This design comes from an exercise in tuning for small area and a short achievable clock period on the open sky130 flow, not from production work.
Function not checked in this run: the RTL went through the layout flow alone.

$ cat design/flow/config.mk
export PLATFORM = sky130hd
export DESIGN_NAME = multiplier_16bit
export DESIGN_NICKNAME = multiplier_16bit
export VERILOG_FILES = /design/flow/design.v
export SDC_FILE = /design/flow/constraint.sdc
export NUM_CORES = 4
export LEC_CHECK = 0
export ABC_AREA = 1
export CAP_MARGIN = 20
export CORE_MARGIN = 2
export CORE_UTILIZATION = 40
export SLEW_MARGIN = 20
export SYNTH_HIERARCHICAL = 1
$ cat design/flow/constraint.sdc
create_clock -name core_clock -period 20.0 [get_ports {clk}]
set_input_delay 4.0000 -clock core_clock [delete_from_list [all_inputs] [get_ports {clk}]]
set_output_delay 4.0000 -clock core_clock [all_outputs]
set_load 0.01 [all_outputs]
$ cat design/flow/design.v
`timescale 1ns / 1ps
module multiplier_16bit (
    input  wire clk,
    input  wire rst,
    input  wire signed [15:0] a,
    input  wire signed [15:0] b,
    output reg  signed [31:0] product,
    output reg  signed [15:0] a_out,
    output reg  signed [15:0] b_out
);
    wire [15:0] ag = a;
    wire [31:0] accn = product;
    wire [16:0] x0;    
    wire one0_0, two0_0, neg0_0;
    booth_enc ue0_0 (b[1], b[0], 1'b0, one0_0, two0_0, neg0_0);
    wire one0_1, two0_1, neg0_1;
    booth_enc ue0_1 (b[1], b[0], 1'b0, one0_1, two0_1, neg0_1);
    assign x0[0] = ((one0_0 & ag[0]) | (two0_0 & 1'b0)) ^ neg0_0;
    assign x0[1] = ((one0_0 & ag[1]) | (two0_0 & ag[0])) ^ neg0_0;
    assign x0[2] = ((one0_0 & ag[2]) | (two0_0 & ag[1])) ^ neg0_0;
    assign x0[3] = ((one0_0 & ag[3]) | (two0_0 & ag[2])) ^ neg0_0;
    assign x0[4] = ((one0_0 & ag[4]) | (two0_0 & ag[3])) ^ neg0_0;
    assign x0[5] = ((one0_0 & ag[5]) | (two0_0 & ag[4])) ^ neg0_0;
    assign x0[6] = ((one0_0 & ag[6]) | (two0_0 & ag[5])) ^ neg0_0;
    assign x0[7] = ((one0_0 & ag[7]) | (two0_0 & ag[6])) ^ neg0_0;
    assign x0[8] = ((one0_0 & ag[8]) | (two0_0 & ag[7])) ^ neg0_0;
    assign x0[9] = ((one0_1 & ag[9]) | (two0_1 & ag[8])) ^ neg0_1;
    assign x0[10] = ((one0_1 & ag[10]) | (two0_1 & ag[9])) ^ neg0_1;
    assign x0[11] = ((one0_1 & ag[11]) | (two0_1 & ag[10])) ^ neg0_1;
    assign x0[12] = ((one0_1 & ag[12]) | (two0_1 & ag[11])) ^ neg0_1;
    assign x0[13] = ((one0_1 & ag[13]) | (two0_1 & ag[12])) ^ neg0_1;
    assign x0[14] = ((one0_1 & ag[14]) | (two0_1 & ag[13])) ^ neg0_1;
    assign x0[15] = ((one0_1 & ag[15]) | (two0_1 & ag[14])) ^ neg0_1;
    assign x0[16] = ~(((one0_1 & ag[15]) | (two0_1 & ag[15])) ^ neg0_1);
    wire [16:0] x1;    
    wire one1_0, two1_0, neg1_0;
    booth_enc ue1_0 (b[3], b[2], b[1], one1_0, two1_0, neg1_0);
    wire one1_1, two1_1, neg1_1;
    booth_enc ue1_1 (b[3], b[2], b[1], one1_1, two1_1, neg1_1);
    assign x1[0] = ((one1_0 & ag[0]) | (two1_0 & 1'b0)) ^ neg1_0;
    assign x1[1] = ((one1_0 & ag[1]) | (two1_0 & ag[0])) ^ neg1_0;
    assign x1[2] = ((one1_0 & ag[2]) | (two1_0 & ag[1])) ^ neg1_0;
    assign x1[3] = ((one1_0 & ag[3]) | (two1_0 & ag[2])) ^ neg1_0;
    assign x1[4] = ((one1_0 & ag[4]) | (two1_0 & ag[3])) ^ neg1_0;
    assign x1[5] = ((one1_0 & ag[5]) | (two1_0 & ag[4])) ^ neg1_0;
    assign x1[6] = ((one1_0 & ag[6]) | (two1_0 & ag[5])) ^ neg1_0;
    assign x1[7] = ((one1_0 & ag[7]) | (two1_0 & ag[6])) ^ neg1_0;
    assign x1[8] = ((one1_0 & ag[8]) | (two1_0 & ag[7])) ^ neg1_0;
    assign x1[9] = ((one1_1 & ag[9]) | (two1_1 & ag[8])) ^ neg1_1;
    assign x1[10] = ((one1_1 & ag[10]) | (two1_1 & ag[9])) ^ neg1_1;
    assign x1[11] = ((one1_1 & ag[11]) | (two1_1 & ag[10])) ^ neg1_1;
    assign x1[12] = ((one1_1 & ag[12]) | (two1_1 & ag[11])) ^ neg1_1;
    assign x1[13] = ((one1_1 & ag[13]) | (two1_1 & ag[12])) ^ neg1_1;
    assign x1[14] = ((one1_1 & ag[14]) | (two1_1 & ag[13])) ^ neg1_1;
    assign x1[15] = ((one1_1 & ag[15]) | (two1_1 & ag[14])) ^ neg1_1;
    assign x1[16] = ~(((one1_1 & ag[15]) | (two1_1 & ag[15])) ^ neg1_1);
    wire [16:0] x2;    
    wire one2_0, two2_0, neg2_0;
    booth_enc ue2_0 (b[5], b[4], b[3], one2_0, two2_0, neg2_0);
    wire one2_1, two2_1, neg2_1;
    booth_enc ue2_1 (b[5], b[4], b[3], one2_1, two2_1, neg2_1);
    assign x2[0] = ((one2_0 & ag[0]) | (two2_0 & 1'b0)) ^ neg2_0;
    assign x2[1] = ((one2_0 & ag[1]) | (two2_0 & ag[0])) ^ neg2_0;
    assign x2[2] = ((one2_0 & ag[2]) | (two2_0 & ag[1])) ^ neg2_0;
    assign x2[3] = ((one2_0 & ag[3]) | (two2_0 & ag[2])) ^ neg2_0;
    assign x2[4] = ((one2_0 & ag[4]) | (two2_0 & ag[3])) ^ neg2_0;
    assign x2[5] = ((one2_0 & ag[5]) | (two2_0 & ag[4])) ^ neg2_0;
    assign x2[6] = ((one2_0 & ag[6]) | (two2_0 & ag[5])) ^ neg2_0;
    assign x2[7] = ((one2_0 & ag[7]) | (two2_0 & ag[6])) ^ neg2_0;
    assign x2[8] = ((one2_0 & ag[8]) | (two2_0 & ag[7])) ^ neg2_0;
    assign x2[9] = ((one2_1 & ag[9]) | (two2_1 & ag[8])) ^ neg2_1;
    assign x2[10] = ((one2_1 & ag[10]) | (two2_1 & ag[9])) ^ neg2_1;
    assign x2[11] = ((one2_1 & ag[11]) | (two2_1 & ag[10])) ^ neg2_1;
    assign x2[12] = ((one2_1 & ag[12]) | (two2_1 & ag[11])) ^ neg2_1;
    assign x2[13] = ((one2_1 & ag[13]) | (two2_1 & ag[12])) ^ neg2_1;
    assign x2[14] = ((one2_1 & ag[14]) | (two2_1 & ag[13])) ^ neg2_1;
    assign x2[15] = ((one2_1 & ag[15]) | (two2_1 & ag[14])) ^ neg2_1;
    assign x2[16] = ~(((one2_1 & ag[15]) | (two2_1 & ag[15])) ^ neg2_1);
    wire [16:0] x3;    
    wire one3_0, two3_0, neg3_0;
    booth_enc ue3_0 (b[7], b[6], b[5], one3_0, two3_0, neg3_0);
    wire one3_1, two3_1, neg3_1;
    booth_enc ue3_1 (b[7], b[6], b[5], one3_1, two3_1, neg3_1);
    assign x3[0] = ((one3_0 & ag[0]) | (two3_0 & 1'b0)) ^ neg3_0;
    assign x3[1] = ((one3_0 & ag[1]) | (two3_0 & ag[0])) ^ neg3_0;
    assign x3[2] = ((one3_0 & ag[2]) | (two3_0 & ag[1])) ^ neg3_0;
    assign x3[3] = ((one3_0 & ag[3]) | (two3_0 & ag[2])) ^ neg3_0;
    assign x3[4] = ((one3_0 & ag[4]) | (two3_0 & ag[3])) ^ neg3_0;
    assign x3[5] = ((one3_0 & ag[5]) | (two3_0 & ag[4])) ^ neg3_0;
    assign x3[6] = ((one3_0 & ag[6]) | (two3_0 & ag[5])) ^ neg3_0;
    assign x3[7] = ((one3_0 & ag[7]) | (two3_0 & ag[6])) ^ neg3_0;
    assign x3[8] = ((one3_0 & ag[8]) | (two3_0 & ag[7])) ^ neg3_0;
    assign x3[9] = ((one3_1 & ag[9]) | (two3_1 & ag[8])) ^ neg3_1;
    assign x3[10] = ((one3_1 & ag[10]) | (two3_1 & ag[9])) ^ neg3_1;
    assign x3[11] = ((one3_1 & ag[11]) | (two3_1 & ag[10])) ^ neg3_1;
    assign x3[12] = ((one3_1 & ag[12]) | (two3_1 & ag[11])) ^ neg3_1;
    assign x3[13] = ((one3_1 & ag[13]) | (two3_1 & ag[12])) ^ neg3_1;
    assign x3[14] = ((one3_1 & ag[14]) | (two3_1 & ag[13])) ^ neg3_1;
    assign x3[15] = ((one3_1 & ag[15]) | (two3_1 & ag[14])) ^ neg3_1;
    assign x3[16] = ~(((one3_1 & ag[15]) | (two3_1 & ag[15])) ^ neg3_1);
    wire [16:0] x4;    
    wire one4_0, two4_0, neg4_0;
    booth_enc ue4_0 (b[9], b[8], b[7], one4_0, two4_0, neg4_0);
    wire one4_1, two4_1, neg4_1;
    booth_enc ue4_1 (b[9], b[8], b[7], one4_1, two4_1, neg4_1);
    assign x4[0] = ((one4_0 & ag[0]) | (two4_0 & 1'b0)) ^ neg4_0;
    assign x4[1] = ((one4_0 & ag[1]) | (two4_0 & ag[0])) ^ neg4_0;
    assign x4[2] = ((one4_0 & ag[2]) | (two4_0 & ag[1])) ^ neg4_0;
    assign x4[3] = ((one4_0 & ag[3]) | (two4_0 & ag[2])) ^ neg4_0;
    assign x4[4] = ((one4_0 & ag[4]) | (two4_0 & ag[3])) ^ neg4_0;
    assign x4[5] = ((one4_0 & ag[5]) | (two4_0 & ag[4])) ^ neg4_0;
    assign x4[6] = ((one4_0 & ag[6]) | (two4_0 & ag[5])) ^ neg4_0;
    assign x4[7] = ((one4_0 & ag[7]) | (two4_0 & ag[6])) ^ neg4_0;
    assign x4[8] = ((one4_0 & ag[8]) | (two4_0 & ag[7])) ^ neg4_0;
    assign x4[9] = ((one4_1 & ag[9]) | (two4_1 & ag[8])) ^ neg4_1;
    assign x4[10] = ((one4_1 & ag[10]) | (two4_1 & ag[9])) ^ neg4_1;
    assign x4[11] = ((one4_1 & ag[11]) | (two4_1 & ag[10])) ^ neg4_1;
    assign x4[12] = ((one4_1 & ag[12]) | (two4_1 & ag[11])) ^ neg4_1;
    assign x4[13] = ((one4_1 & ag[13]) | (two4_1 & ag[12])) ^ neg4_1;
    assign x4[14] = ((one4_1 & ag[14]) | (two4_1 & ag[13])) ^ neg4_1;
    assign x4[15] = ((one4_1 & ag[15]) | (two4_1 & ag[14])) ^ neg4_1;
    assign x4[16] = ~(((one4_1 & ag[15]) | (two4_1 & ag[15])) ^ neg4_1);
    wire [16:0] x5;    
    wire one5_0, two5_0, neg5_0;
    booth_enc ue5_0 (b[11], b[10], b[9], one5_0, two5_0, neg5_0);
    wire one5_1, two5_1, neg5_1;
    booth_enc ue5_1 (b[11], b[10], b[9], one5_1, two5_1, neg5_1);
    assign x5[0] = ((one5_0 & ag[0]) | (two5_0 & 1'b0)) ^ neg5_0;
    assign x5[1] = ((one5_0 & ag[1]) | (two5_0 & ag[0])) ^ neg5_0;
    assign x5[2] = ((one5_0 & ag[2]) | (two5_0 & ag[1])) ^ neg5_0;
    assign x5[3] = ((one5_0 & ag[3]) | (two5_0 & ag[2])) ^ neg5_0;
    assign x5[4] = ((one5_0 & ag[4]) | (two5_0 & ag[3])) ^ neg5_0;
    assign x5[5] = ((one5_0 & ag[5]) | (two5_0 & ag[4])) ^ neg5_0;
    assign x5[6] = ((one5_0 & ag[6]) | (two5_0 & ag[5])) ^ neg5_0;
    assign x5[7] = ((one5_0 & ag[7]) | (two5_0 & ag[6])) ^ neg5_0;
    assign x5[8] = ((one5_0 & ag[8]) | (two5_0 & ag[7])) ^ neg5_0;
    assign x5[9] = ((one5_1 & ag[9]) | (two5_1 & ag[8])) ^ neg5_1;
    assign x5[10] = ((one5_1 & ag[10]) | (two5_1 & ag[9])) ^ neg5_1;
    assign x5[11] = ((one5_1 & ag[11]) | (two5_1 & ag[10])) ^ neg5_1;
    assign x5[12] = ((one5_1 & ag[12]) | (two5_1 & ag[11])) ^ neg5_1;
    assign x5[13] = ((one5_1 & ag[13]) | (two5_1 & ag[12])) ^ neg5_1;
    assign x5[14] = ((one5_1 & ag[14]) | (two5_1 & ag[13])) ^ neg5_1;
    assign x5[15] = ((one5_1 & ag[15]) | (two5_1 & ag[14])) ^ neg5_1;
    assign x5[16] = ~(((one5_1 & ag[15]) | (two5_1 & ag[15])) ^ neg5_1);
    wire [16:0] x6;    
    wire one6_0, two6_0, neg6_0;
    booth_enc ue6_0 (b[13], b[12], b[11], one6_0, two6_0, neg6_0);
    wire one6_1, two6_1, neg6_1;
    booth_enc ue6_1 (b[13], b[12], b[11], one6_1, two6_1, neg6_1);
    assign x6[0] = ((one6_0 & ag[0]) | (two6_0 & 1'b0)) ^ neg6_0;
    assign x6[1] = ((one6_0 & ag[1]) | (two6_0 & ag[0])) ^ neg6_0;
    assign x6[2] = ((one6_0 & ag[2]) | (two6_0 & ag[1])) ^ neg6_0;
    assign x6[3] = ((one6_0 & ag[3]) | (two6_0 & ag[2])) ^ neg6_0;
    assign x6[4] = ((one6_0 & ag[4]) | (two6_0 & ag[3])) ^ neg6_0;
    assign x6[5] = ((one6_0 & ag[5]) | (two6_0 & ag[4])) ^ neg6_0;
    assign x6[6] = ((one6_0 & ag[6]) | (two6_0 & ag[5])) ^ neg6_0;
    assign x6[7] = ((one6_0 & ag[7]) | (two6_0 & ag[6])) ^ neg6_0;
    assign x6[8] = ((one6_0 & ag[8]) | (two6_0 & ag[7])) ^ neg6_0;
    assign x6[9] = ((one6_1 & ag[9]) | (two6_1 & ag[8])) ^ neg6_1;
    assign x6[10] = ((one6_1 & ag[10]) | (two6_1 & ag[9])) ^ neg6_1;
    assign x6[11] = ((one6_1 & ag[11]) | (two6_1 & ag[10])) ^ neg6_1;
    assign x6[12] = ((one6_1 & ag[12]) | (two6_1 & ag[11])) ^ neg6_1;
    assign x6[13] = ((one6_1 & ag[13]) | (two6_1 & ag[12])) ^ neg6_1;
    assign x6[14] = ((one6_1 & ag[14]) | (two6_1 & ag[13])) ^ neg6_1;
    assign x6[15] = ((one6_1 & ag[15]) | (two6_1 & ag[14])) ^ neg6_1;
    assign x6[16] = ~(((one6_1 & ag[15]) | (two6_1 & ag[15])) ^ neg6_1);
    wire [16:0] x7;    
    wire one7_0, two7_0, neg7_0;
    booth_enc ue7_0 (b[15], b[14], b[13], one7_0, two7_0, neg7_0);
    wire one7_1, two7_1, neg7_1;
    booth_enc ue7_1 (b[15], b[14], b[13], one7_1, two7_1, neg7_1);
    assign x7[0] = ((one7_0 & ag[0]) | (two7_0 & 1'b0)) ^ neg7_0;
    assign x7[1] = ((one7_0 & ag[1]) | (two7_0 & ag[0])) ^ neg7_0;
    assign x7[2] = ((one7_0 & ag[2]) | (two7_0 & ag[1])) ^ neg7_0;
    assign x7[3] = ((one7_0 & ag[3]) | (two7_0 & ag[2])) ^ neg7_0;
    assign x7[4] = ((one7_0 & ag[4]) | (two7_0 & ag[3])) ^ neg7_0;
    assign x7[5] = ((one7_0 & ag[5]) | (two7_0 & ag[4])) ^ neg7_0;
    assign x7[6] = ((one7_0 & ag[6]) | (two7_0 & ag[5])) ^ neg7_0;
    assign x7[7] = ((one7_0 & ag[7]) | (two7_0 & ag[6])) ^ neg7_0;
    assign x7[8] = ((one7_0 & ag[8]) | (two7_0 & ag[7])) ^ neg7_0;
    assign x7[9] = ((one7_1 & ag[9]) | (two7_1 & ag[8])) ^ neg7_1;
    assign x7[10] = ((one7_1 & ag[10]) | (two7_1 & ag[9])) ^ neg7_1;
    assign x7[11] = ((one7_1 & ag[11]) | (two7_1 & ag[10])) ^ neg7_1;
    assign x7[12] = ((one7_1 & ag[12]) | (two7_1 & ag[11])) ^ neg7_1;
    assign x7[13] = ((one7_1 & ag[13]) | (two7_1 & ag[12])) ^ neg7_1;
    assign x7[14] = ((one7_1 & ag[14]) | (two7_1 & ag[13])) ^ neg7_1;
    assign x7[15] = ((one7_1 & ag[15]) | (two7_1 & ag[14])) ^ neg7_1;
    assign x7[16] = ~(((one7_1 & ag[15]) | (two7_1 & ag[15])) ^ neg7_1);
    wire s0, c1;
    fa us0 (accn[0], b[1], x0[0], s0, c1);
    wire s2, c3;
    fa us2 (accn[1], x0[1], c1, s2, c3);
    wire s4, c5;
    fa us4 (accn[2], b[3], x0[2], s4, c5);
    wire s6, c7;
    fa us6 (x1[0], s4, c3, s6, c7);
    wire s8, c9;
    fa us8 (accn[3], x0[3], x1[1], s8, c9);
    wire s10, c11;
    fa us10 (c5, s8, c7, s10, c11);
    wire s12, c13;
    fa us12 (accn[4], b[5], x0[4], s12, c13);
    wire s14, c15;
    fa us14 (x1[2], x2[0], c9, s14, c15);
    wire s16, c17;
    fa us16 (s12, s14, c11, s16, c17);
    wire s18, c19;
    fa us18 (accn[5], x0[5], x1[3], s18, c19);
    wire s20, c21;
    fa us20 (x2[1], c13, s18, s20, c21);
    wire s22, c23;
    ha us22 (c15, s20, s22, c23);
    wire s24, c25;
    fa us24 (accn[6], b[7], x0[6], s24, c25);
    wire s26, c27;
    fa us26 (x1[4], x2[2], x3[0], s26, c27);
    wire s28, c29;
    fa us28 (c19, s24, s26, s28, c29);
    wire s30, c31;
    fa us30 (c21, s28, c23, s30, c31);
    wire s32, c33;
    fa us32 (accn[7], x0[7], x1[5], s32, c33);
    wire s34, c35;
    fa us34 (x2[3], x3[1], c25, s34, c35);
    wire s36, c37;
    fa us36 (c27, s32, s34, s36, c37);
    wire s38, c39;
    fa us38 (c29, s36, c31, s38, c39);
    wire s40, c41;
    fa us40 (accn[8], b[9], x0[8], s40, c41);
    wire s42, c43;
    fa us42 (x1[6], x2[4], x3[2], s42, c43);
    wire s44, c45;
    fa us44 (x4[0], c33, s40, s44, c45);
    wire s46, c47;
    fa us46 (s42, c35, s44, s46, c47);
    wire s48, c49;
    ha us48 (c37, s46, s48, c49);
    wire s50, c51;
    fa us50 (accn[9], x0[9], x1[7], s50, c51);
    wire s52, c53;
    fa us52 (x2[5], x3[3], x4[1], s52, c53);
    wire s54, c55;
    fa us54 (c41, c43, s50, s54, c55);
    wire s56, c57;
    fa us56 (s52, c45, s54, s56, c57);
    wire s58, c59;
    ha us58 (c47, s56, s58, c59);
    wire s60, c61;
    fa us60 (accn[10], b[11], x0[10], s60, c61);
    wire s62, c63;
    fa us62 (x1[8], x2[6], x3[4], s62, c63);
    wire s64, c65;
    fa us64 (x4[2], x5[0], c51, s64, c65);
    wire s66, c67;
    fa us66 (c53, s60, s62, s66, c67);
    wire s68, c69;
    fa us68 (s64, c55, s66, s68, c69);
    wire s70, c71;
    ha us70 (c57, s68, s70, c71);
    wire s72, c73;
    fa us72 (accn[11], x0[11], x1[9], s72, c73);
    wire s74, c75;
    fa us74 (x2[7], x3[5], x4[3], s74, c75);
    wire s76, c77;
    fa us76 (x5[1], c61, c63, s76, c77);
    wire s78, c79;
    fa us78 (s72, s74, c65, s78, c79);
    wire s80, c81;
    fa us80 (s76, c67, s78, s80, c81);
    wire s82, c83;
    ha us82 (c69, c71, s82, c83);
    wire s84, c85;
    fa us84 (accn[12], b[13], x0[12], s84, c85);
    wire s86, c87;
    fa us86 (x1[10], x2[8], x3[6], s86, c87);
    wire s88, c89;
    fa us88 (x4[4], x5[2], x6[0], s88, c89);
    wire s90, c91;
    fa us90 (c73, c75, s84, s90, c91);
    wire s92, c93;
    fa us92 (s86, s88, c77, s92, c93);
    wire s94, c95;
    fa us94 (s90, c79, s92, s94, c95);
    wire s96, c97;
    ha us96 (c81, s94, s96, c97);
    wire s98, c99;
    fa us98 (accn[13], x0[13], x1[11], s98, c99);
    wire s100, c101;
    fa us100 (x2[9], x3[7], x4[5], s100, c101);
    wire s102, c103;
    fa us102 (x5[3], x6[1], c85, s102, c103);
    wire s104, c105;
    fa us104 (c87, c89, s98, s104, c105);
    wire s106, c107;
    fa us106 (s100, s102, c91, s106, c107);
    wire s108, c109;
    fa us108 (s104, c93, s106, s108, c109);
    wire s110, c111;
    ha us110 (c95, s108, s110, c111);
    wire s112, c113;
    fa us112 (accn[14], b[15], x0[14], s112, c113);
    wire s114, c115;
    fa us114 (x1[12], x2[10], x3[8], s114, c115);
    wire s116, c117;
    fa us116 (x4[6], x5[4], x6[2], s116, c117);
    wire s118, c119;
    fa us118 (x7[0], c99, c101, s118, c119);
    wire s120, c121;
    fa us120 (s112, s114, s116, s120, c121);
    wire s122, c123;
    fa us122 (c103, s118, c105, s122, c123);
    wire s124, c125;
    fa us124 (s120, c107, s122, s124, c125);
    wire s126, c127;
    ha us126 (c109, s124, s126, c127);
    wire s128, c129;
    fa us128 (accn[15], x0[15], x1[13], s128, c129);
    wire s130, c131;
    fa us130 (x2[11], x3[9], x4[7], s130, c131);
    wire s132, c133;
    fa us132 (x5[5], x6[3], x7[1], s132, c133);
    wire s134, c135;
    fa us134 (c113, c115, c117, s134, c135);
    wire s136, c137;
    fa us136 (s128, s130, s132, s136, c137);
    wire s138, c139;
    fa us138 (c119, s134, c121, s138, c139);
    wire s140, c141;
    fa us140 (s136, c123, s138, s140, c141);
    wire s142, c143;
    ha us142 (c125, s140, s142, c143);
    wire s144, c145;
    fa1 us144 (accn[16], x0[16], s144, c145);
    wire s146, c147;
    fa us146 (x1[14], x2[12], x3[10], s146, c147);
    wire s148, c149;
    fa us148 (x4[8], x5[6], x6[4], s148, c149);
    wire s150, c151;
    fa us150 (x7[2], s144, c129, s150, c151);
    wire s152, c153;
    fa us152 (c131, c133, s146, s152, c153);
    wire s154, c155;
    fa us154 (s148, c135, s150, s154, c155);
    wire s156, c157;
    fa us156 (c137, s152, c139, s156, c157);
    wire s158, c159;
    fa us158 (s154, c141, s156, s158, c159);
    wire s160, c161;
    fa1 us160 (accn[17], x1[15], s160, c161);
    wire s162, c163;
    fa us162 (x2[13], x3[11], x4[9], s162, c163);
    wire s164, c165;
    fa us164 (x5[7], x6[5], x7[3], s164, c165);
    wire s166, c167;
    fa us166 (c145, s160, c147, s166, c167);
    wire s168, c169;
    fa us168 (c149, s162, s164, s168, c169);
    wire s170, c171;
    fa us170 (c151, s166, c153, s170, c171);
    wire s172, c173;
    fa us172 (s168, c155, s170, s172, c173);
    wire s174, c175;
    ha us174 (c157, s172, s174, c175);
    wire s176, c177;
    fa us176 (accn[18], x1[16], x2[14], s176, c177);
    wire s178, c179;
    fa us178 (x3[12], x4[10], x5[8], s178, c179);
    wire s180, c181;
    fa us180 (x6[6], x7[4], c161, s180, c181);
    wire s182, c183;
    fa us182 (c163, c165, s176, s182, c183);
    wire s184, c185;
    fa us184 (s178, s180, c167, s184, c185);
    wire s186, c187;
    fa us186 (c169, s182, c171, s186, c187);
    wire s188, c189;
    fa us188 (s184, c173, s186, s188, c189);
    wire s190, c191;
    fa1 us190 (accn[19], x2[15], s190, c191);
    wire s192, c193;
    fa us192 (x3[13], x4[11], x5[9], s192, c193);
    wire s194, c195;
    fa us194 (x6[7], x7[5], s190, s194, c195);
    wire s196, c197;
    fa us196 (c177, c179, s192, s196, c197);
    wire s198, c199;
    fa us198 (c181, s194, c183, s198, c199);
    wire s200, c201;
    fa us200 (s196, c185, s198, s200, c201);
    wire s202, c203;
    ha us202 (c187, s200, s202, c203);
    wire s204, c205;
    fa us204 (accn[20], x2[16], x3[14], s204, c205);
    wire s206, c207;
    fa us206 (x4[12], x5[10], x6[8], s206, c207);
    wire s208, c209;
    fa us208 (x7[6], c191, c193, s208, c209);
    wire s210, c211;
    fa us210 (s204, s206, c195, s210, c211);
    wire s212, c213;
    fa us212 (s208, c197, s210, s212, c213);
    wire s214, c215;
    fa us214 (c199, s212, c201, s214, c215);
    wire s216, c217;
    fa1 us216 (accn[21], x3[15], s216, c217);
    wire s218, c219;
    fa us218 (x4[13], x5[11], x6[9], s218, c219);
    wire s220, c221;
    fa us220 (x7[7], s216, c205, s220, c221);
    wire s222, c223;
    fa us222 (c207, s218, c209, s222, c223);
    wire s224, c225;
    fa us224 (s220, c211, s222, s224, c225);
    wire s226, c227;
    ha us226 (c213, s224, s226, c227);
    wire s228, c229;
    fa us228 (accn[22], x3[16], x4[14], s228, c229);
    wire s230, c231;
    fa us230 (x5[12], x6[10], x7[8], s230, c231);
    wire s232, c233;
    fa us232 (c217, c219, s228, s232, c233);
    wire s234, c235;
    fa us234 (s230, c221, s232, s234, c235);
    wire s236, c237;
    fa us236 (c223, s234, c225, s236, c237);
    wire s238, c239;
    fa1 us238 (accn[23], x4[15], s238, c239);
    wire s240, c241;
    fa us240 (x5[13], x6[11], x7[9], s240, c241);
    wire s242, c243;
    fa us242 (s238, c229, c231, s242, c243);
    wire s244, c245;
    fa us244 (s240, s242, c233, s244, c245);
    wire s246, c247;
    ha us246 (c235, s244, s246, c247);
    wire s248, c249;
    fa us248 (accn[24], x4[16], x5[14], s248, c249);
    wire s250, c251;
    fa us250 (x6[12], x7[10], c239, s250, c251);
    wire s252, c253;
    fa us252 (c241, s248, s250, s252, c253);
    wire s254, c255;
    fa us254 (c243, s252, c245, s254, c255);
    wire s256, c257;
    fa1 us256 (accn[25], x5[15], s256, c257);
    wire s258, c259;
    fa us258 (x6[13], x7[11], s256, s258, c259);
    wire s260, c261;
    fa us260 (c249, c251, s258, s260, c261);
    wire s262, c263;
    ha us262 (c253, s260, s262, c263);
    wire s264, c265;
    fa us264 (accn[26], x5[16], x6[14], s264, c265);
    wire s266, c267;
    fa us266 (x7[12], c257, s264, s266, c267);
    wire s268, c269;
    fa us268 (c259, s266, c261, s268, c269);
    wire s270, c271;
    fa1 us270 (accn[27], x6[15], s270, c271);
    wire s272, c273;
    fa us272 (x7[13], s270, c265, s272, c273);
    wire s274, c275;
    fa us274 (s272, c267, c269, s274, c275);
    wire s276, c277;
    fa us276 (accn[28], x6[16], x7[14], s276, c277);
    wire s278, c279;
    fa us278 (c271, s276, c273, s278, c279);
    wire s280, c281;
    fa1 us280 (accn[29], x7[15], s280, c281);
    wire s282, c283;
    fa us282 (s280, c277, c279, s282, c283);
    wire s284, c285;
    fa us284 (accn[30], x7[16], c281, s284, c285);
    wire s286, c287;
    fa1 us286 (accn[31], c285, s286, c287);
    wire [31:0] r0 = {s286, s284, s282, s278, s274, c263, s262, c247, s246, c227, s226, c203, s202, c175, s174, c143, c127, c111, c97, c83, s80, c59, c49, s48, s38, s30, s22, s16, s10, s6, s2, s0};
    wire [31:0] r1 = {1'b0, c283, 1'b0, c275, 1'b0, s268, c255, s254, c237, s236, c215, s214, c189, s188, c159, s158, s142, s126, s110, s96, s82, s70, s58, c39, 1'b0, 1'b0, c17, 1'b0, 1'b0, 1'b0, 1'b0, 1'b0};
    wire [31:0] sum;
    wire [31:0] p0, gn;
    assign p0[0] = r0[0];
    assign gn[0] = 1'b1;
    assign p0[1] = r0[1];
    assign gn[1] = 1'b1;
    assign p0[2] = r0[2];
    assign gn[2] = 1'b1;
    assign p0[3] = r0[3];
    assign gn[3] = 1'b1;
    assign p0[4] = r0[4];
    assign gn[4] = 1'b1;
    pg upg5 (r0[5], r1[5], p0[5], gn[5]);
    assign p0[6] = r0[6];
    assign gn[6] = 1'b1;
    assign p0[7] = r0[7];
    assign gn[7] = 1'b1;
    pg upg8 (r0[8], r1[8], p0[8], gn[8]);
    pg upg9 (r0[9], r1[9], p0[9], gn[9]);
    pg upg10 (r0[10], r1[10], p0[10], gn[10]);
    pg upg11 (r0[11], r1[11], p0[11], gn[11]);
    pg upg12 (r0[12], r1[12], p0[12], gn[12]);
    pg upg13 (r0[13], r1[13], p0[13], gn[13]);
    pg upg14 (r0[14], r1[14], p0[14], gn[14]);
    pg upg15 (r0[15], r1[15], p0[15], gn[15]);
    pg upg16 (r0[16], r1[16], p0[16], gn[16]);
    pg upg17 (r0[17], r1[17], p0[17], gn[17]);
    pg upg18 (r0[18], r1[18], p0[18], gn[18]);
    pg upg19 (r0[19], r1[19], p0[19], gn[19]);
    pg upg20 (r0[20], r1[20], p0[20], gn[20]);
    pg upg21 (r0[21], r1[21], p0[21], gn[21]);
    pg upg22 (r0[22], r1[22], p0[22], gn[22]);
    pg upg23 (r0[23], r1[23], p0[23], gn[23]);
    pg upg24 (r0[24], r1[24], p0[24], gn[24]);
    pg upg25 (r0[25], r1[25], p0[25], gn[25]);
    pg upg26 (r0[26], r1[26], p0[26], gn[26]);
    assign p0[27] = r0[27];
    assign gn[27] = 1'b1;
    pg upg28 (r0[28], r1[28], p0[28], gn[28]);
    assign p0[29] = r0[29];
    assign gn[29] = 1'b1;
    pg upg30 (r0[30], r1[30], p0[30], gn[30]);
    assign p0[31] = r0[31];
    assign gn[31] = 1'b1;
    wire G288 = ~gn[1] | (p0[1] & ~gn[0]);
    wire G289 = ~gn[3] | (p0[3] & ~gn[2]);
    wire P290 = p0[3] & p0[2];
    wire G291 = ~gn[5] | (p0[5] & ~gn[4]);
    wire P292 = p0[5] & p0[4];
    wire G293 = ~gn[7] | (p0[7] & ~gn[6]);
    wire P294 = p0[7] & p0[6];
    wire G295 = ~gn[9] | (p0[9] & ~gn[8]);
    wire P296 = p0[9] & p0[8];
    wire G297 = ~gn[11] | (p0[11] & ~gn[10]);
    wire P298 = p0[11] & p0[10];
    wire G299 = ~gn[13] | (p0[13] & ~gn[12]);
    wire P300 = p0[13] & p0[12];
    wire G301 = ~gn[15] | (p0[15] & ~gn[14]);
    wire P302 = p0[15] & p0[14];
    wire G303 = ~gn[17] | (p0[17] & ~gn[16]);
    wire P304 = p0[17] & p0[16];
    wire G305 = ~gn[19] | (p0[19] & ~gn[18]);
    wire P306 = p0[19] & p0[18];
    wire G307 = ~gn[21] | (p0[21] & ~gn[20]);
    wire P308 = p0[21] & p0[20];
    wire G309 = ~gn[23] | (p0[23] & ~gn[22]);
    wire P310 = p0[23] & p0[22];
    wire G311 = ~gn[25] | (p0[25] & ~gn[24]);
    wire P312 = p0[25] & p0[24];
    wire G313 = ~gn[27] | (p0[27] & ~gn[26]);
    wire P314 = p0[27] & p0[26];
    wire G315 = ~gn[29] | (p0[29] & ~gn[28]);
    wire P316 = p0[29] & p0[28];
    wire G317 = ~gn[31] | (p0[31] & ~gn[30]);
    wire P318 = p0[31] & p0[30];
    wire G319 = ~gn[2] | (p0[2] & G288);
    wire G320 = G289 | (P290 & G288);
    wire G321 = ~gn[6] | (p0[6] & G291);
    wire P322 = p0[6] & P292;
    wire G323 = G293 | (P294 & G291);
    wire P324 = P294 & P292;
    wire G325 = ~gn[10] | (p0[10] & G295);
    wire P326 = p0[10] & P296;
    wire G327 = G297 | (P298 & G295);
    wire P328 = P298 & P296;
    wire G329 = ~gn[14] | (p0[14] & G299);
    wire P330 = p0[14] & P300;
    wire G331 = G301 | (P302 & G299);
    wire P332 = P302 & P300;
    wire G333 = ~gn[18] | (p0[18] & G303);
    wire P334 = p0[18] & P304;
    wire G335 = G305 | (P306 & G303);
    wire P336 = P306 & P304;
    wire G337 = ~gn[22] | (p0[22] & G307);
    wire P338 = p0[22] & P308;
    wire G339 = G309 | (P310 & G307);
    wire P340 = P310 & P308;
    wire G341 = ~gn[26] | (p0[26] & G311);
    wire P342 = p0[26] & P312;
    wire G343 = G313 | (P314 & G311);
    wire P344 = P314 & P312;
    wire G345 = ~gn[30] | (p0[30] & G315);
    wire P346 = p0[30] & P316;
    wire G347 = G317 | (P318 & G315);
    wire P348 = P318 & P316;
    wire G349 = ~gn[4] | (p0[4] & G320);
    wire G350 = G291 | (P292 & G320);
    wire G351 = G321 | (P322 & G320);
    wire G352 = G323 | (P324 & G320);
    wire G353 = ~gn[12] | (p0[12] & G327);
    wire P354 = p0[12] & P328;
    wire G355 = G299 | (P300 & G327);
    wire P356 = P300 & P328;
    wire G357 = G329 | (P330 & G327);
    wire P358 = P330 & P328;
    wire G359 = G331 | (P332 & G327);
    wire P360 = P332 & P328;
    wire G361 = ~gn[20] | (p0[20] & G335);
    wire P362 = p0[20] & P336;
    wire G363 = G307 | (P308 & G335);
    wire P364 = P308 & P336;
    wire G365 = G337 | (P338 & G335);
    wire P366 = P338 & P336;
    wire G367 = G339 | (P340 & G335);
    wire P368 = P340 & P336;
    wire G369 = ~gn[28] | (p0[28] & G343);
    wire P370 = p0[28] & P344;
    wire G371 = G315 | (P316 & G343);
    wire P372 = P316 & P344;
    wire G373 = G345 | (P346 & G343);
    wire P374 = P346 & P344;
    wire G375 = G347 | (P348 & G343);
    wire P376 = P348 & P344;
    wire G377 = ~gn[8] | (p0[8] & G352);
    wire G378 = G295 | (P296 & G352);
    wire G379 = G325 | (P326 & G352);
    wire G380 = G327 | (P328 & G352);
    wire G381 = G353 | (P354 & G352);
    wire G382 = G355 | (P356 & G352);
    wire G383 = G357 | (P358 & G352);
    wire G384 = G359 | (P360 & G352);
    wire G385 = ~gn[24] | (p0[24] & G367);
    wire P386 = p0[24] & P368;
    wire G387 = G311 | (P312 & G367);
    wire P388 = P312 & P368;
    wire G389 = G341 | (P342 & G367);
    wire P390 = P342 & P368;
    wire G391 = G343 | (P344 & G367);
    wire P392 = P344 & P368;
    wire G393 = G369 | (P370 & G367);
    wire P394 = P370 & P368;
    wire G395 = G371 | (P372 & G367);
    wire P396 = P372 & P368;
    wire G397 = G373 | (P374 & G367);
    wire P398 = P374 & P368;
    wire G399 = G375 | (P376 & G367);
    wire P400 = P376 & P368;
    wire G401 = ~gn[16] | (p0[16] & G384);
    wire G402 = G303 | (P304 & G384);
    wire G403 = G333 | (P334 & G384);
    wire G404 = G335 | (P336 & G384);
    wire G405 = G361 | (P362 & G384);
    wire G406 = G363 | (P364 & G384);
    wire G407 = G365 | (P366 & G384);
    wire G408 = G367 | (P368 & G384);
    wire G409 = G385 | (P386 & G384);
    wire G410 = G387 | (P388 & G384);
    wire G411 = G389 | (P390 & G384);
    wire G412 = G391 | (P392 & G384);
    wire G413 = G393 | (P394 & G384);
    wire G414 = G395 | (P396 & G384);
    wire G415 = G397 | (P398 & G384);
    wire G416 = G399 | (P400 & G384);
    wire [31:0] cy = {G415, G414, G413, G412, G411, G410, G409, G408, G407, G406, G405, G404, G403, G402, G401, G384, G383, G382, G381, G380, G379, G378, G377, G352, G351, G350, G349, G320, G319, G288, ~gn[0], 1'b0};
    assign sum = p0 ^ cy;
    always @(posedge clk) begin
        product <= sum & {32{~rst}};
        a_out   <= a & {16{~rst}};
        b_out   <= b & {16{~rst}};
    end
endmodule
module booth_enc (input wire b1, input wire b0, input wire bm1, output wire one, output wire two, output wire neg);
    assign one = b0 ^ bm1;
    assign two = (b1 & ~b0 & ~bm1) | (~b1 & b0 & bm1);
    assign neg = b1;
endmodule
module booth_row (input wire [15:0] a, input wire [2:0] b, output wire [16:0] x);
    wire one = b[1] ^ b[0];
    wire two = (b[2] & ~b[1] & ~b[0]) | (~b[2] & b[1] & b[0]);
    wire [16:0] a1 = {a[15], a};
    wire [16:0] a2 = {a, 1'b0};
    wire [16:0] y = ((a1 & {17{one}}) | (a2 & {17{two}})) ^ {17{b[2]}};
    assign x = {~y[16], y[15:0]};
endmodule
module booth_row_i (input wire [15:0] a, input wire [2:0] b, output wire [16:0] x);
    wire one = b[1] ^ b[0];
    wire two = (b[2] & ~b[1] & ~b[0]) | (~b[2] & b[1] & b[0]);
    wire [16:0] a1 = {a[15], a};
    wire [16:0] a2 = {a, 1'b0};
    wire [16:0] y = ((a1 & {17{one}}) | (a2 & {17{two}})) ^ {17{b[2]}};
    assign x = {y[16], ~y[15:0]};
endmodule
module pg (input wire a, input wire b, output wire p, output wire gn);
    assign p  = a ^ b;
    assign gn = ~(a & b);
endmodule
module pgi (input wire an, input wire bn, output wire p, output wire gn);
    assign p  = an ^ bn;
    assign gn = an | bn;
endmodule
module fa (input wire a, input wire b, input wire c, output wire s, output wire co);
    assign s  = a ^ b ^ c;
    assign co = (a & b) | (a & c) | (b & c);
endmodule
module ha (input wire a, input wire b, output wire s, output wire co);
    assign s  = a ^ b;
    assign co = a & b;
endmodule
module fa1 (input wire a, input wire b, output wire s, output wire co);
    assign s  = ~(a ^ b);
    assign co = a | b;
endmodule
$ cat design/flow/flow/run.sh
#!/bin/bash
# The standard synthesis and layout, with two changes to the layout:
#  * the port buffers are the smallest buffer cell (buffer_ports -buffer_cell) instead of
#    the delay-cell buffers buffer_ports picks by itself;
#  * repair_timing aims for extra setup slack (flow/setup_margin.txt, ns) so the resizer
#    speeds up the critical paths. The clock and I/O constraints are unchanged.
set -euo pipefail
export BUFFER_PORTS_ARGS="-buffer_cell sky130_fd_sc_hd__buf_1"
M=$(cat flow/setup_margin.txt)
if [[ "$M" != "0" ]]; then export SETUP_SLACK_MARGIN=$M; fi
S=$(cat flow/move_sequence.txt)
if [[ -n "$S" ]]; then export SETUP_MOVE_SEQUENCE=$S; fi
bash standard.sh synth > synth.log 2>&1
bash standard.sh finish > layout.log 2>&1
$ cat design/flow/flow/move_sequence.txt
unbuffer,sizeup,swap
$ cat design/flow/flow/setup_margin.txt
10.8
$ cat design/flow/standard.sh
#!/bin/bash
# synth_recipe.tcl (not shown) runs the flow's synth.tcl, then flattens the netlist and writes it again
# the make line also repeats each setting of config.mk as NAME=value (left out here)
make -C /OpenROAD-flow-scripts/flow DESIGN_CONFIG=/design/flow/config.mk WORK_HOME=/design/flow/orfs CLKGATE_MAP_FILE= SYNTH_SCRIPT=/design/flow/synth_recipe.tcl "${@:-finish}"
==> metrics.md <==
| Metric | Value |
|---|---|
| Hpwl dp | `17770 um` |
| Setup ws final | `11.06 ns` |
| PortBufs | `97` |
| Non-filler instance count after layout | `1417` |
| Initial core utilization | `40.75%` |
| Achievable Freq | `111.8 MHz` |
| Max-Cap Viols | `0` |
| DRC errors left | `0` |
| Worst Path Arrival | `9.22 ns` |
| Core box area | `21820 um2` |
| Post-CTS Setup Repair Bufs | `0` |
| Share of cells above drive strength 1 | `5.805%` |
| I/O Pins | `98` |
| Worst setup startpoint | `b[5]` |
| Dpl ws | `10.58 ns` |
| Layout net count | `1335` |
| Post-Syn Instances | `1071` |
| Worst-Margin Slew | `0.7964 ns` |
| CP max FO | `29` |
| Fin crit share | `44.72%` |
| Setup violators final | `0` |
| Root buf cell | `clkbuf_16` |
| CTS tree | `built` |
| Starting DRT DRC Count | `472` |
| Vias in the first global route | `7108` |
| Critical path launch point type | `primary input` |
| Via/cell ratio | `5.022` |
| WP data required | `20.28 ns` |
| Final-report max-slew violation count | `0` |
| Die Width | `153.1 um` |
| CTS HTree Levels | `3` |
| Critical R2R Launch | `product[13]$_DFF_P_` |
| GRT overflow | `0` |
| Final Core Density | `44.21%` |
| Syn Std Cell Area | `8892 um2` |
| Largest net degree at the start of global routing | `48` |
| Crit Reg-Reg Endpoint | `product[17]$_DFF_P_` |
| R2R depth | `13` |
| Mean post-synth cell area | `8.303 um2` |
| Setup_tns | `0 ns` |
| Area delta synth->final | `8.499%` |
| Global-route wire length before repair | `37840 um` |
| RSZ-0062 raised after global routing | `true` |
| Status | `finished clean` |
| Clock transition at path regs | `0.06 ns` |
| Critical path capture point type | `flip-flop` |
| Antenna-violating nets left | `0` |
| Routed wire length | `22810 um` |
| Inst Count DP | `1401` |
| CTS Buffer Depth | `2` |
| Hold Fails Final Rpt | `0` |
| Clock sink count | `64` |
| Die Y | `153.1 um` |
| TritonCTS buffer count | `9` |
| Slew margin rel. | `46.91%` |
| Final Wtd Congestion | `0.9134` |
| DR WL/cell | `16.10 um` |
| Worst Setup EP | `product[17]$_DFF_P_` |
| DRT Pass-1 Iters | `7` |
| Worst Skew | `0.009743 ns` |
| Final min period | `8.943 ns` |
| Synth warn | `7` |
| Via count | `7116` |
| Hold WC Path Type | `flip-flop to flip-flop` |
| Global Route Usage Sum | `20.30%` |
| Antenna diodes | `0` |
| Setup CP Type | `primary input to flip-flop` |
| Row count | `54` |
| Initial antenna violation count | `0` |
| Skew-Pair Late Insertion Delay | `0.35 ns` |
| DIE AREA | `23440 um2` |
| Worst reg-to-reg setup slack | `15.65 ns` |
worst max-delay path, cell delays in order:
cell,delay [ns]
buf_2,0.55
inv_1,0.09
nand3_1,0.09
nand2_1,0.08
inv_1,0.17
o22ai_1,0.12
xor2_1,0.20
fa_1,0.47
fa_1,0.49
fa_1,0.54
fa_1,0.42
ha_1,0.29
ha_1,0.35
nand2_2,0.11
inv_1,0.04
a21oi_1,0.17
nand3_2,0.37
ha_1,0.36
o21a_1,0.18
nor3_1,0.11
cell usage in the layout (no fill, tap or decap), types with 6 or more instances in the layout:
cell and count:
nand2_1 84, o22ai_1 120, a21oi_1 24, xor2_1 144, ha_1 48, o21ai_0 15, inv_1 194, nand3_1 52
fa_1 121, xnor2_1 9, conb_1 6, dfxtp_1 64, nor2_2 7, clkbuf_16 9, nor2_1 67, buf_1 88
nor3_1 7, clkinv_1 17, nand2_2 12
sequential cells by signal (all words and copies together), names as in the netlist:
| signal | cells |
|---|---|
| b_out | 16 |
| a_out | 16 |
| product | 32 |
layer usage:
layer / vias to the layer above / global-route usage (%) / routed length, um
li1: 3488 / - / -
met2: 201 / 31.82 / 10590
met4: 0 / 7.055 / 684
met1: 3389 / 27.91 / 10280
met5: - / 0 / 0
met3: 38 / 4.253 / 1266
cell type report:
type	instances	area, um2
fill	2196	12180
tap	280	350.3
multi-input combinational	740	6518
inverter	217	818.3
timing repair buffer	100	407.9
sequential	64	1281
clock inverter	7	47.55
clock buffer	9	225.2
through the flow:
stage	instance area (um2)	hold WS (ns)
2_1_floorplan	8911	0.6864
3_3_place_gp	9360	0.6398
3_5_place_dp	9360	0.6527
4_1_cts	9633	0.6662
5_1_grt	9648	0.7368
6_report	9648	0.6568
timing repair:
action | CTS | global route
resized for setup | 0 | 13
hold buffers | 0 | 0
endpoints found under the setup margin | 0 | 13
worst min path at each step:
stage,slack [ns],cells after the start,start,endpoint
floorplan,0.69,3,product[0]$_DFF_P_,product[0]$_DFF_P_
global placement,0.64,3,product[1]$_DFF_P_,product[1]$_DFF_P_
global route,0.74,3,product[0]$_DFF_P_,product[0]$_DFF_P_
finish,0.66,3,product[1]$_DFF_P_,product[1]$_DFF_P_
detailed placement,0.65,3,product[1]$_DFF_P_,product[1]$_DFF_P_
CTS,0.67,3,product[1]$_DFF_P_,product[1]$_DFF_P_

what the ideal ports hide:
Ports are ideal in the flow. The routed layout listed here was re-timed in OpenROAD. Step 1 sets driving cells, clkbuf_16 on the clock port and buf_2 on the other inputs (assumed; they add their load-dependent delay and slew). Step 2 also shifts input and output timing later by t, the mid clock arrival at the registers, as if the neighbouring blocks saw the same clock. a / b / c = no drivers / after step 1 / after step 2; a / b = the first two.
shift t [ns]: 0.395
setup slack, ns: 11.057 / 11.078 / 10.683
hold WS [ns]: 0.657 / 0.657 / 0.657
After both steps this run still meets setup and hold. The setup slack of this run moves by +0.021 ns with the drivers and by -0.374 ns with both steps.
